From an optimization exercise on the open Yosys and OpenROAD flow, aimed at small area; shortcuts taken in it are not production practice. The RTL was checked by simulation tests, not by an equivalence proof against the original design. No activity file was given, so power comes from the tool's default toggle rates.

## mycpu
module mycpu (
    input         rstn,
    input         clk,
    output [31:0] inst_rom_addr,
    input  [31:0] inst_rom_rdata,
    output [31:0] data_ram_addr,
    output [31:0] data_ram_wdata,
    output        data_ram_wen,
    input  [31:0] data_ram_rdata
    );
==> flow/config.mk <==
export PLATFORM = sky130hd
export DESIGN_NAME = mycpu
export DESIGN_NICKNAME = mycpu
export VERILOG_FILES = /design/flow/design.v
export SDC_FILE = /design/flow/constraint.sdc
export NUM_CORES = 8
export LEC_CHECK = 0
export CAP_MARGIN = 10
export CORE_MARGIN = 2
export CORE_UTILIZATION = 50
export CTS_BUF_LIST = sky130_fd_sc_hd__clkbuf_4
export PLACE_DENSITY = 0.7
export SETUP_SLACK_MARGIN = 0.3
export SLEW_MARGIN = 10
export SYNTH_HIERARCHICAL = 1
==> flow/constraint.sdc <==
create_clock -name core_clock -period 13.0 [get_ports {clk}]
set_input_delay 2.6000 -clock core_clock [delete_from_list [all_inputs] [get_ports {clk}]]
set_output_delay 2.6000 -clock core_clock [all_outputs]
set_load 0.01 [all_outputs]
standard.sh (not shown) runs the stock make flow with config.mk's settings and CLKGATE_MAP_FILE= SYNTH_SCRIPT=/design/flow/synth_recipe.tcl, a recipe that flattens the netlist after the stock synthesis.
==> flow/flow/run.sh <==
#!/bin/bash
# Standard ORFS layout (the standard.sh, unchanged synthesis, floorplan,
# power grid and tap cells), with two layout settings changed:
#  - port buffers use sky130_fd_sc_hd__buf_1 instead of the default pick;
#  - clock tree: clkbuf_4 buffers, clusters of at most 8 sinks within 40 um,
#    no dummy loads.
# All tool output goes to standard.log in the work folder (and ORFS's own
# per-step logs under orfs/logs).
set -euo pipefail
cd "$(dirname "$0")/.."
bash standard.sh \
  "BUFFER_PORTS_ARGS=-buffer_cell sky130_fd_sc_hd__buf_1" \
  "CTS_ARGS=-sink_clustering_enable -repair_clock_nets -dont_use_dummy_load -buf_list sky130_fd_sc_hd__clkbuf_4 -sink_clustering_size 8 -sink_clustering_max_diameter 40" \
  finish > standard.log 2>&1
The starting point completed with no timing, DRC or antenna violations.
Next try:
Settings changed: CAP_MARGIN 10 to 5, CORE_UTILIZATION 50 to 60, PLACE_DENSITY 0.7 to 0.75, SLEW_MARGIN 10 to 5.
=> With this change the flow ran to the end with violations: max-capacitance violations, max-slew violations; first-iteration DRC count climbs by about a fifth; total power stays flat; wire length goes up by a few percent; maximum frequency falls slightly; synthesized area stays the same; utilization went up by 11 points; non-clock buffer count shrinks by 4.

========
Setup of job 3007:
mycpu again, from the RTL that the note above started with.
export LEC_CHECK = 0
export CAP_MARGIN = 5
export CORE_MARGIN = 2
export CORE_UTILIZATION = 50
export CTS_BUF_LIST = sky130_fd_sc_hd__clkbuf_4
export PLACE_DENSITY = 0.6
export SETUP_SLACK_MARGIN = 0.3
export SLEW_MARGIN = 5
export SYNTH_HIERARCHICAL = 1
create_clock -name core_clock -period 13.0 [get_ports {clk}]
==> flow/flow/run.sh <==
#!/bin/bash
# Standard ORFS layout (the standard.sh, unchanged synthesis, floorplan,
# power grid and tap cells), with two layout settings changed:
#  - port buffers use sky130_fd_sc_hd__buf_1 instead of the default pick;
#  - clock tree: clkbuf_4 buffers, clusters of at most 9 sinks within 45 um,
#    no dummy loads.
# All tool output goes to standard.log in the work folder (and ORFS's own
# per-step logs under orfs/logs).
set -euo pipefail
cd "$(dirname "$0")/.."
bash standard.sh \
  "BUFFER_PORTS_ARGS=-buffer_cell sky130_fd_sc_hd__buf_1" \
  "CTS_ARGS=-sink_clustering_enable -repair_clock_nets -dont_use_dummy_load -buf_list sky130_fd_sc_hd__clkbuf_4 -sink_clustering_size 9 -sink_clustering_max_diameter 45" \
  finish > standard.log 2>&1
In job 3007 the implementation completed, yet the final layout does not meet the checks, the culprit being capacitance limit, slew limit.
The following lists how job 5103 was set up differently from job 3007:
--- a/flow/flow/run.sh
+++ b/flow/flow/run.sh
@@ -5 +5 @@
-#  - clock tree: clkbuf_4 buffers, clusters of at most 9 sinks within 45 um,
+#  - clock tree: clkbuf_4 buffers, clusters of at most 8 sinks within 40 um,
@@ -13 +13 @@
-  "CTS_ARGS=-sink_clustering_enable -repair_clock_nets -dont_use_dummy_load -buf_list sky130_fd_sc_hd__clkbuf_4 -sink_clustering_size 9 -sink_clustering_max_diameter 45" \
+  "CTS_ARGS=-sink_clustering_enable -repair_clock_nets -dont_use_dummy_load -buf_list sky130_fd_sc_hd__clkbuf_4 -sink_clustering_size 8 -sink_clustering_max_diameter 40" \
Findings:
Job 5103 completed; timing, DRC and antenna clean. Diff job 5103..job 3007 | number of levels in the clock H-tree | unchanged. Job 3007 has a higher worst setup slack than job 5103. Max-slew violation total from the final report in job 5103 is 6 below job 3007. Clock-buffer cell count, job 5103 vs job 3007: up by more than 10%. Against job 3007, job 5103 comes in 0.0057 ns lower on final hold slack. Changes observed in job 5103 relative to job 3007: via count of the first global-routing pass +about 0.44%; pin count of the biggest net entering global routing flat.
## Diff of input files: job 3301 against job 5103
Settings: SLEW_MARGIN changed from 5 to 10; PLACE_DENSITY changed from 0.6 to 0.7; CAP_MARGIN changed from 5 to 10.
--- a/flow/flow/run.sh
+++ b/flow/flow/run.sh
@@ -5 +5 @@
-#  - clock tree: clkbuf_4 buffers, clusters of at most 8 sinks within 40 um,
+#  - clock tree: clkbuf_4 buffers, clusters of at most 9 sinks within 45 um,
@@ -13 +13 @@
-  "CTS_ARGS=-sink_clustering_enable -repair_clock_nets -dont_use_dummy_load -buf_list sky130_fd_sc_hd__clkbuf_4 -sink_clustering_size 8 -sink_clustering_max_diameter 40" \
+  "CTS_ARGS=-sink_clustering_enable -repair_clock_nets -dont_use_dummy_load -buf_list sky130_fd_sc_hd__clkbuf_4 -sink_clustering_size 9 -sink_clustering_max_diameter 45" \
Findings:
Compared with job 5103, job 3301 shows a higher register-to-register slack. In job 3301, the count of clock buffers in the final design came out 21 below the value in job 5103. Compared with job 5103, in job 3301 global-route wire length before repair decreased by about 8% relative to the old numbers, total power divided by cell area saw a decrease. Reported for job 3301 and job 5103, area after synthesis turned out identical to the last digit. Total power (higher): job 5103. In the metrics for job 3301 and job 5103, the one carrying the lower final weighted congestion in routability-driven placement is job 3301. Measured against job 3301, the routed wire length of job 5103 comes out at 1.11 times the reference value. Density: job 3301 sparser than job 5103. Measured against each other, job 3301 and job 5103 differ in clock skew after layout, the lower figure coming from job 3301.
Relative to job 3301, the following input files were edited for job 4021:
Settings: a change of PLACE_DENSITY from 0.7 to 0.8.
--- a/flow/flow/run.sh
+++ b/flow/flow/run.sh
@@ -5 +5 @@
-#  - clock tree: clkbuf_4 buffers, clusters of at most 9 sinks within 45 um,
+#  - clock tree: clkbuf_4 buffers, clusters of at most 8 sinks within 40 um,
@@ -13 +13 @@
-  "CTS_ARGS=-sink_clustering_enable -repair_clock_nets -dont_use_dummy_load -buf_list sky130_fd_sc_hd__clkbuf_4 -sink_clustering_size 9 -sink_clustering_max_diameter 45" \
+  "CTS_ARGS=-sink_clustering_enable -repair_clock_nets -dont_use_dummy_load -buf_list sky130_fd_sc_hd__clkbuf_4 -sink_clustering_size 8 -sink_clustering_max_diameter 40" \
## What came out
Minimum setup slack in the final design in job 4021 vs job 3301: down 0.18 ns
Between job 3301 and job 4021, the flow reports number of buffers added by the clock tree synthesis step increasing by a little under 10%.
Compared with job 3301, internal power of the cells in job 4021 increased slightly.

-- afterwards: timing with drivers on the ports --
The flow's constraints put no driver on any port. The routed layouts listed below were extracted and timed again, unchanged, in two steps.
Step 1 sets driving cells, clkbuf_16 on the clock port and buf_2 on the other inputs (assumed; they add their load-dependent delay and slew).
Step 2 also shifts input and output timing later by t, the mid clock arrival at the registers, as if the neighbouring blocks saw the same clock.
a / b / c = ideal / step 1 / step 2; a / b = the first two.
| run | t, ns | setup WS [ns] | clock arrival spread, ns |
|---|---|---|---|
| the first run of note 1 | 1.170 | 0.485 / 0.459 / 0.459 | 0.110 / 0.111 |
| the second run of note 1 | 1.130 | 0.341 / 0.309 / 0.309 | 0.135 / 0.135 |
| job 3007 | 1.164 | 0.675 / 0.647 / 0.647 | 0.126 / 0.127 |
| job 5103 | 1.174 | 0.553 / 0.526 / 0.526 | 0.151 / 0.151 |
| job 3301 | 1.165 | 0.476 / 0.450 / 0.450 | 0.088 / 0.088 |
| job 4021 | 1.134 | 0.301 / 0.273 / 0.273 | 0.134 / 0.134 |
For the second run of note 1, which loses most, drivers alone change the setup slack by -0.032 ns; drivers and shift together by -0.032 ns.
